What follows belongs to an exercise in optimizing a design on an open flow for small area; a production flow would make more cautious choices.
The RTL was checked by simulation tests, not by an equivalence proof against the original design.

==> run a: inputs <==
==> flow/design.v (excerpt) <==
module VGA(
    input wire clk,
	input wire rst,
	input wire [15:0] H_Sync,
	input wire [15:0] H_BP,
	input wire [15:0] H_Act,
	input wire [15:0] H_FP,
	input wire [15:0] V_Sync,
	input wire [15:0] V_BP,
	input wire [15:0] V_Act,
	input wire [15:0] V_FP,
	output reg  DE_out,
	output reg 	H_Sync_out,
	output reg 	V_Sync_out,
	output wire tc,
	output reg [12:0] Hor_cnt,
	output reg [11:0] Ver_cnt
);
	reg [12:0] hd;
	reg [1:0]  hnp;
	reg [11:0] vd;
	reg [1:0]  vnp;
	wire hev = (hd == 13'd1);
	wire vev = (vd == 12'd1);
	assign tc = hev & (hnp == 2'd0);
	wire H_DE = (hnp == 2'd3);
	wire V_DE = (vnp == 2'd3);
	wire [1:0] hsel = rst ? hnp : 2'd0;
	wire [1:0] vsel = rst ? vnp : 2'd0;
	reg [12:0] hlen;
	reg [11:0] vlen;
	always @(*) begin
		case (hsel)
			2'd0: hlen = H_Sync[12:0];
			2'd1: hlen = H_BP[12:0];
			2'd2: hlen = H_Act[12:0];
			default: hlen = H_FP[12:0];
		endcase
		case (vsel)
			2'd0: vlen = V_Sync[11:0];
			2'd1: vlen = V_BP[11:0];
			2'd2: vlen = V_Act[11:0];
			default: vlen = V_FP[11:0];
		endcase
	end
	always @(posedge clk) begin
		if (rst == 1'b0 || hev)
			hd <= hlen;
		else
			hd <= hd - 1'b1;
		if (rst == 1'b0) begin
			hnp        <= 2'd1;
			Hor_cnt    <= 13'd0;
			H_Sync_out <= 1'b0;
		end else begin
			if (hev) begin
				hnp        <= hnp + 1'b1;
				H_Sync_out <= (hnp == 2'd0);
			end
			if (tc)
				Hor_cnt <= 13'd0;
			else
				Hor_cnt <= Hor_cnt + 1'b1;
		end
	end
	always @(posedge clk) begin
		if (rst == 1'b0 || (tc && vev))
			vd <= vlen;
		else if (tc)
			vd <= vd - 1'b1;
		if (rst == 1'b0) begin
			vnp        <= 2'd1;
			Ver_cnt    <= 12'd0;
			V_Sync_out <= 1'b0;
			DE_out     <= 1'b0;
		end else if (tc) begin
			if (vev) begin
				vnp        <= vnp + 1'b1;
				V_Sync_out <= (vnp == 2'd0);
			end
  ...
==> module VGA, before the edit <==
module VGA(
    input wire clk,
	input wire rst,
	input wire [15:0] H_Sync,
	input wire [15:0] H_BP,
	input wire [15:0] H_Act,
	input wire [15:0] H_FP,
	input wire [15:0] V_Sync,
	input wire [15:0] V_BP,
	input wire [15:0] V_Act,
	input wire [15:0] V_FP,
	output reg  DE_out,
	output reg 	H_Sync_out,
	output reg 	V_Sync_out,
	output wire tc,
	output reg [12:0] Hor_cnt,
	output reg [11:0] Ver_cnt
);
	reg [12:0] hd;
	reg [1:0]  hnp;
	reg [11:0] vd;
	reg [1:0]  vnp;
	wire hev = (hd == 13'd1);
	wire vev = (vd == 12'd1);
	assign tc = hev & (hnp == 2'd0);
	wire H_DE = (hnp == 2'd3);
	wire V_DE = (vnp == 2'd3);
	wire [1:0] hsel = rst ? hnp : 2'd0;
	wire [1:0] vsel = rst ? vnp : 2'd0;
	reg [12:0] hlen;
	reg [11:0] vlen;
	always @(*) begin
		case (hsel)
			2'd0: hlen = H_Sync[12:0];
			2'd1: hlen = H_BP[12:0];
			2'd2: hlen = H_Act[12:0];
			default: hlen = H_FP[12:0];
		endcase
		case (vsel)
			2'd0: vlen = V_Sync[11:0];
			2'd1: vlen = V_BP[11:0];
			2'd2: vlen = V_Act[11:0];
			default: vlen = V_FP[11:0];
		endcase
	end
	always @(posedge clk) begin
		if (rst == 1'b0 || hev)
			hd <= hlen;
		else
			hd <= hd - 1'b1;
		if (rst == 1'b0) begin
			hnp        <= 2'd1;
			Hor_cnt    <= 13'd0;
			H_Sync_out <= 1'b0;
		end else begin
			if (hev) begin
				hnp        <= hnp + 1'b1;
				H_Sync_out <= (hnp == 2'd0);
			end
			if (tc)
				Hor_cnt <= 13'd0;
			else
				Hor_cnt <= Hor_cnt + 1'b1;
		end
	end
	always @(posedge clk) begin
		if (rst == 1'b0 || (tc && vev))
			vd <= vlen;
		else if (tc)
			vd <= vd - 1'b1;
		if (rst == 1'b0) begin
			vnp        <= 2'd1;
			Ver_cnt    <= 12'd0;
			V_Sync_out <= 1'b0;
			DE_out     <= 1'b0;
		end else if (tc) begin
			if (vev) begin
				vnp        <= vnp + 1'b1;
				V_Sync_out <= (vnp == 2'd0);
			end
			if (vev && vnp == 2'd0)
				Ver_cnt <= 12'd0;
			else
				Ver_cnt <= Ver_cnt + 1'b1;
		end else begin
			DE_out <= H_DE & V_DE;
		end
	end
endmodule
Settings: LEC_CHECK=0, CAP_MARGIN=20, CORE_MARGIN=2, CORE_UTILIZATION=40, SLEW_MARGIN=20; clock period 10.0 ns.
standard.sh (not shown) runs the stock make flow with config.mk's settings and CLKGATE_MAP_FILE= SYNTH_SCRIPT=/design/flow/synth_recipe.tcl, a recipe that flattens the netlist after the stock synthesis.
==> flow/flow/run.sh <==
#!/bin/bash
# Standard ORFS layout, with three changes that only reduce cell area:
#  - the combinational logic of the standard synthesis is re-mapped by ABC for area
#    (registers untouched),
#  - ports are buffered with sky130_fd_sc_hd__buf_1,
#  - CTS uses small clock buffers and no dummy loads.
set -euo pipefail
W=$PWD
F=$W/flow
R=$W/orfs/results/$FLOW_PLATFORM/VGA/base
LIBF=$FLOW_HOME/platforms/sky130hd/lib/sky130_fd_sc_hd__tt_025C_1v80.lib
DONTUSE=$(sed -n '/DONT_USE_CELLS +=/,/^#/p' $FLOW_HOME/platforms/sky130hd/config.mk | grep -o 'sky130_fd_sc_hd__[a-z0-9_]*' | tr '\n' ' ')
export BUFFER_PORTS_ARGS="-buffer_cell sky130_fd_sc_hd__buf_1"
export CTS_ARGS="-sink_clustering_enable -repair_clock_nets -buf_list sky130_fd_sc_hd__clkbuf_4 -root_buf sky130_fd_sc_hd__clkbuf_4 -dont_use_dummy_load"

bash standard.sh synth > $W/log_std_synth.txt 2>&1
cp $R/1_2_yosys.v $W/std_1_2_yosys.v
LIBF=$LIBF INV=$W/std_1_2_yosys.v OUTV=$W/reabc_1_2_yosys.v ABCS=$F/area.abc DONTUSE="$DONTUSE" \
  yosys -c $F/reabc.tcl > $W/log_reabc.txt 2>&1
cp $W/reabc_1_2_yosys.v $R/1_2_yosys.v
rm -f $R/1_synth.odb
bash standard.sh synth > $W/log_std_synth2.txt 2>&1
bash standard.sh finish > $W/log_std_finish.txt 2>&1
==> flow/flow/area.abc <==
strash
dch -f
amap
==> flow/flow/reabc.tcl <==
# Re-map the combinational logic of the standard synthesis netlist for area.
# Registers and tie cells are kept as they are (same instances, names and cells).
yosys -import
set lib $::env(LIBF)
read_liberty -ignore_miss_func $lib
foreach m [list dfxtp_1 dfxtp_2 dfxtp_4 edfxtp_1 dfrtp_1 dfstp_2 conb_1] { catch { blackbox sky130_fd_sc_hd__$m } }
read_verilog $::env(INV)
hierarchy -top $::env(FLOW_TOP)
flatten
opt_clean
techmap
opt -fast
set dont [list]
foreach c $::env(DONTUSE) { lappend dont -dont_use $c }
abc -script $::env(ABCS) -liberty $lib {*}$dont
opt_clean -purge
stat -liberty $lib
write_verilog -noattr -nohex -nodec $::env(OUTV)
==> inputs of run b, as changes to run a <==
==> flow/design.v (replaced) <==
module VGA(
    input wire clk,
	input wire rst,
	input wire [15:0] H_Sync,
	input wire [15:0] H_BP,
	input wire [15:0] H_Act,
	input wire [15:0] H_FP,
	input wire [15:0] V_Sync,
	input wire [15:0] V_BP,
	input wire [15:0] V_Act,
	input wire [15:0] V_FP,
	output reg  DE_out,
	output reg 	H_Sync_out,
	output reg 	V_Sync_out,
	output wire tc,
	output reg [12:0] Hor_cnt,
	output reg [11:0] Ver_cnt
);
	reg [12:0] hd;
	reg [1:0]  hnp;
	reg [11:0] vd;
	reg [1:0]  vnp;
	wire hev = (hd == 13'd1);
	wire vev = (vd == 12'd1);
	assign tc = hev & (hnp == 2'd0);
	wire H_DE = (hnp == 2'd3);
	wire V_DE = (vnp == 2'd3);
	wire hl0 = ~rst | (hev & (hnp == 2'd0));
	wire hl1 =  rst &  hev & (hnp == 2'd1);
	wire hl2 =  rst &  hev & (hnp == 2'd2);
	wire hl3 =  rst &  hev & (hnp == 2'd3);
	wire vt  = tc & vev;
	wire vl0 = ~rst | (vt & (vnp == 2'd0));
	wire vl1 =  rst &  vt & (vnp == 2'd1);
	wire vl2 =  rst &  vt & (vnp == 2'd2);
	wire vl3 =  rst &  vt & (vnp == 2'd3);
	wire [12:0] hdec = hd - 1'b1;
	wire [11:0] vdec = vd - tc;
	always @(posedge clk) begin
		hd <= ({13{rst}} & hdec)
		    | ({13{hl0}} & H_Sync[12:0]) | ({13{hl1}} & H_BP[12:0])
		    | ({13{hl2}} & H_Act[12:0])  | ({13{hl3}} & H_FP[12:0]);
		vd <= ({12{rst}} & vdec)
		    | ({12{vl0}} & V_Sync[11:0]) | ({12{vl1}} & V_BP[11:0])
		    | ({12{vl2}} & V_Act[11:0])  | ({12{vl3}} & V_FP[11:0]);
		if (rst == 1'b0 || tc)
			Hor_cnt <= 13'd0;
		else
			Hor_cnt <= Hor_cnt + 1'b1;
		if (rst == 1'b0 || (vt && vnp == 2'd0))
			Ver_cnt <= 12'd0;
		else
			Ver_cnt <= Ver_cnt + tc;
		if (rst == 1'b0) begin
			hnp        <= 2'd1;
			H_Sync_out <= 1'b0;
		end else if (hev) begin
			hnp        <= hnp + 1'b1;
			H_Sync_out <= (hnp == 2'd0);
		end
		if (rst == 1'b0) begin
			vnp        <= 2'd1;
			V_Sync_out <= 1'b0;
		end else if (vt) begin
			vnp        <= vnp + 1'b1;
			V_Sync_out <= (vnp == 2'd0);
		end
		if (rst == 1'b0)
			DE_out <= 1'b0;
		else if (!tc)
			DE_out <= H_DE & V_DE;
	end
endmodule
==> flow/flow/run.sh (replaced) <==
#!/bin/bash
# Standard ORFS layout, with three changes that only reduce cell area:
#  - the combinational logic of the standard synthesis is re-mapped by ABC for area
#    (registers untouched); the smallest of a few ABC scripts is kept,
#  - ports are buffered with sky130_fd_sc_hd__buf_1,
#  - CTS uses small clock buffers, large sink clusters and no dummy loads.
set -euo pipefail
W=$PWD
F=$W/flow
R=$W/orfs/results/$FLOW_PLATFORM/VGA/base
LIBF=$FLOW_HOME/platforms/sky130hd/lib/sky130_fd_sc_hd__tt_025C_1v80.lib
DONTUSE=$(sed -n '/DONT_USE_CELLS +=/,/^#/p' $FLOW_HOME/platforms/sky130hd/config.mk | grep -o 'sky130_fd_sc_hd__[a-z0-9_]*' | tr '\n' ' ')
export BUFFER_PORTS_ARGS="-buffer_cell sky130_fd_sc_hd__buf_1"
export CTS_ARGS="${CTS_OVERRIDE:--sink_clustering_enable -repair_clock_nets -sink_clustering_size 64 -sink_clustering_max_diameter 300 -buf_list sky130_fd_sc_hd__clkbuf_8 -root_buf sky130_fd_sc_hd__clkbuf_8 -dont_use_dummy_load}"

bash standard.sh synth > $W/log_std_synth.txt 2>&1
cp $R/1_2_yosys.v $W/std_1_2_yosys.v
best=""; besta=""
for s in $F/area*.abc; do
  n=$(basename $s .abc)
  LIBF=$LIBF INV=$W/std_1_2_yosys.v OUTV=$W/reabc_$n.v ABCS=$s DONTUSE="$DONTUSE" \
    yosys -c $F/reabc.tcl > $W/log_reabc_$n.txt 2>&1 || continue
  a=$(grep 'Chip area' $W/log_reabc_$n.txt | tail -1 | awk '{print $NF}')
  if [[ -z "$best" ]] || awk "BEGIN{exit !($a < $besta)}"; then best=$n; besta=$a; fi
done
echo "re-mapped netlist: $best ($besta um2)" > $W/log_reabc_choice.txt
cp $W/reabc_$best.v $R/1_2_yosys.v
rm -f $R/1_synth.odb
bash standard.sh synth > $W/log_std_synth2.txt 2>&1
bash standard.sh finish > $W/log_std_finish.txt 2>&1
==> flow/flow/area1.abc (new file) <==
strash
dch -f
amap
==> flow/flow/area2.abc (new file) <==
strash
&get -n
&dch -f
&nf -R 1000
&put
==> flow/flow/area3.abc (new file) <==
strash
&get -n
&fraig -x
&put
scorr
dc2
strash
&get -n
&dch -f
&nf -a
&put
==> flow/flow/area4.abc (new file) <==
strash
dch -f
map -a
strash
dch -f
amap
--- a/flow/flow/reabc.tcl
+++ b/flow/flow/reabc.tcl
@@ -15,4 +15,6 @@
 abc -script $::env(ABCS) -liberty $lib {*}$dont
 opt_clean -purge
+yosys rename -hide w:*.*
+opt_clean -purge
 stat -liberty $lib
 write_verilog -noattr -nohex -nodec $::env(OUTV)
Settings changed: ABC_AREA from default to 1.
removed: flow/flow/area.abc
==> inputs of run c, as changes to run a <==
==> flow/design.v (replaced) <==
module VGA(
    input wire clk,
	input wire rst,
	input wire [15:0] H_Sync,
	input wire [15:0] H_BP,
	input wire [15:0] H_Act,
	input wire [15:0] H_FP,
	input wire [15:0] V_Sync,
	input wire [15:0] V_BP,
	input wire [15:0] V_Act,
	input wire [15:0] V_FP,
	output reg  DE_out,
	output reg 	H_Sync_out,
	output reg 	V_Sync_out,
	output reg tc,
	output reg [12:0] Hor_cnt,
	output reg [11:0] Ver_cnt
);
	reg H_DE;
	reg V_DE;
	always @(posedge clk) begin
		if(rst == 1'b0) begin
			Hor_cnt 	<= 1'b0;
			H_Sync_out	<= 1'b0;
			H_DE		<= 1'b0;
			tc			<= 1'b0;
		end else begin
			if(Hor_cnt == H_Sync + H_BP + H_Act + H_FP - 1'b1) begin
				Hor_cnt <= 1'b0;
			end else begin
				Hor_cnt <= Hor_cnt + 1'b1;
			end
			if(Hor_cnt == H_Sync + H_BP + H_Act + H_FP - 1'b1) begin  
				H_Sync_out	<= 1'b1;
				H_DE 		<= 1'b0;
			end
			else if(Hor_cnt == H_Sync - 1'b1 ) begin	 
				H_Sync_out 	<= 1'b0;
				H_DE		<= 1'b0;
			end
			else if(Hor_cnt == H_Sync + H_BP - 1'b1) begin  
				H_Sync_out	<= 1'b0;
				H_DE		<= 1'b1;
			end
			else if (Hor_cnt == H_Sync + H_BP + H_Act - 1'b1)begin  
				H_Sync_out	<= 1'b0;
				H_DE 		<= 1'b0;
			end
			if (Hor_cnt == H_Sync + H_BP + H_Act + H_FP - 2'b10) begin
				tc <= 1'b1;
			end else begin
				tc <= 1'b0;
			end
		end
	end
	always @(posedge clk) begin
		if(rst == 1'b0) begin
			Ver_cnt		<= 1'b0;
			V_Sync_out 	<= 1'b0;
			V_DE 		<= 1'b0;
			DE_out 		<= 1'b0;
		end else if(tc) begin
			if(Ver_cnt == V_Sync + V_BP + V_Act + V_FP - 1'b1) begin
				Ver_cnt <= 1'b0;
			end else begin
				Ver_cnt <= Ver_cnt + 1'b1;
			end
			if(Ver_cnt == V_Sync + V_BP + V_Act + V_FP - 1'b1) begin  
				V_Sync_out	<= 1'b1;
				V_DE 		<= 1'b0;
			end
			else if(Ver_cnt == V_Sync - 1'b1) begin	 
				V_Sync_out	<= 1'b0;
				V_DE 		<= 1'b0;
			end
			else if(Ver_cnt == V_Sync + V_BP - 1'b1) begin  
				V_Sync_out	<= 1'b0;
				V_DE		<= 1'b1;
			end
			else if(Ver_cnt  == V_Sync + V_BP + V_Act - 1'b1) begin  
				V_Sync_out	<= 1'b0;
				V_DE		<= 1'b0;
			end
		end else begin
			DE_out <= H_DE & V_DE;
		end
	end
endmodule
==> flow/run.sh (new file) <==
#!/bin/bash
# synth_recipe.tcl (not shown) runs the flow's synth.tcl, then flattens the netlist and writes it again
# the make line also repeats each setting of config.mk as NAME=value (left out here)
make -C /OpenROAD-flow-scripts/flow DESIGN_CONFIG=/design/flow/config.mk WORK_HOME=/design/flow/orfs CLKGATE_MAP_FILE= SYNTH_SCRIPT=/design/flow/synth_recipe.tcl finish
removed: flow/flow/run.sh
removed: flow/flow/area.abc
removed: flow/flow/reabc.tcl
removed: flow/standard.sh
==> notes.md <==
item                                                          run a                      run b                       run c
Tightest Pin Transition                                    0.973 ns                   0.708 ns                    0.884 ns
Initial detailed-routing violation count                        179                        151                         798
Total via count after detailed routing                         3357                       2914                       10.7k
Met2 WL                                                     3.83 mm                    3.13 mm                     14.9 mm
Finished layout cell area                                 3710 um^2                  3370 um^2                  12200 um^2
Met3 wire length                                             704 um                     563 um                     1.66 mm
Cell Area, Synth                                          3010 um^2                  2610 um^2                  10200 um^2
Inserted Clock Buffers                                            9                          9                           5
Outcome                            no timing/DRC/antenna violations  no timing/DRC/antenna violations  no timing/DRC/antenna violations
Hold Crit Start                              Hor_cnt[12]$_SDFF_PP0_        DE_out$_SDFFE_PN0N_           V_DE$_SDFFE_PN0P_
Height of the chip                                          90.8 um                    84.8 um                      164 um
Hold_ws                                                    0.468 ns                   0.459 ns                    0.493 ns
Buffer cell driving the clock tree root   sky130_fd_sc_hd__clkbuf_4  sky130_fd_sc_hd__clkbuf_8  sky130_fd_sc_hd__clkbuf_16

static timing again, ports no longer ideal:
In the flow no input, the clock included, has a driving cell. The finished layouts below were timed again as built, in two steps. Step 1: set_driving_cell puts a clkbuf_16 on clk and a buf_2 on each other input, an assumption about the parent block. Step 2 moves the port delays by t, midway between the first and last clock arrival at a register: inputs arrive t later, outputs are due t later. That takes back most of the time a late clock gives input paths. a / b / c = no drivers / after step 1 / after step 2; a / b = the first two.
run	t, ns	setup WS [ns]	worst setup path after step 2	worst register clock-pin slew, ns	cell pins on the clock port's net
run a	0.417	5.610 / 5.613 / 5.196	input to register	0.11 / 0.11	1
run b	0.347	5.578 / 5.580 / 5.234	input to register	0.06 / 0.06	1
run c	0.311	0.910 / 0.922 / 0.610	input to register	0.05 / 0.05	1
After both steps setup and hold are still met in every run listed. The setup slack of run a, which loses most, moves by +0.003 ns with the drivers and by -0.414 ns with both steps.
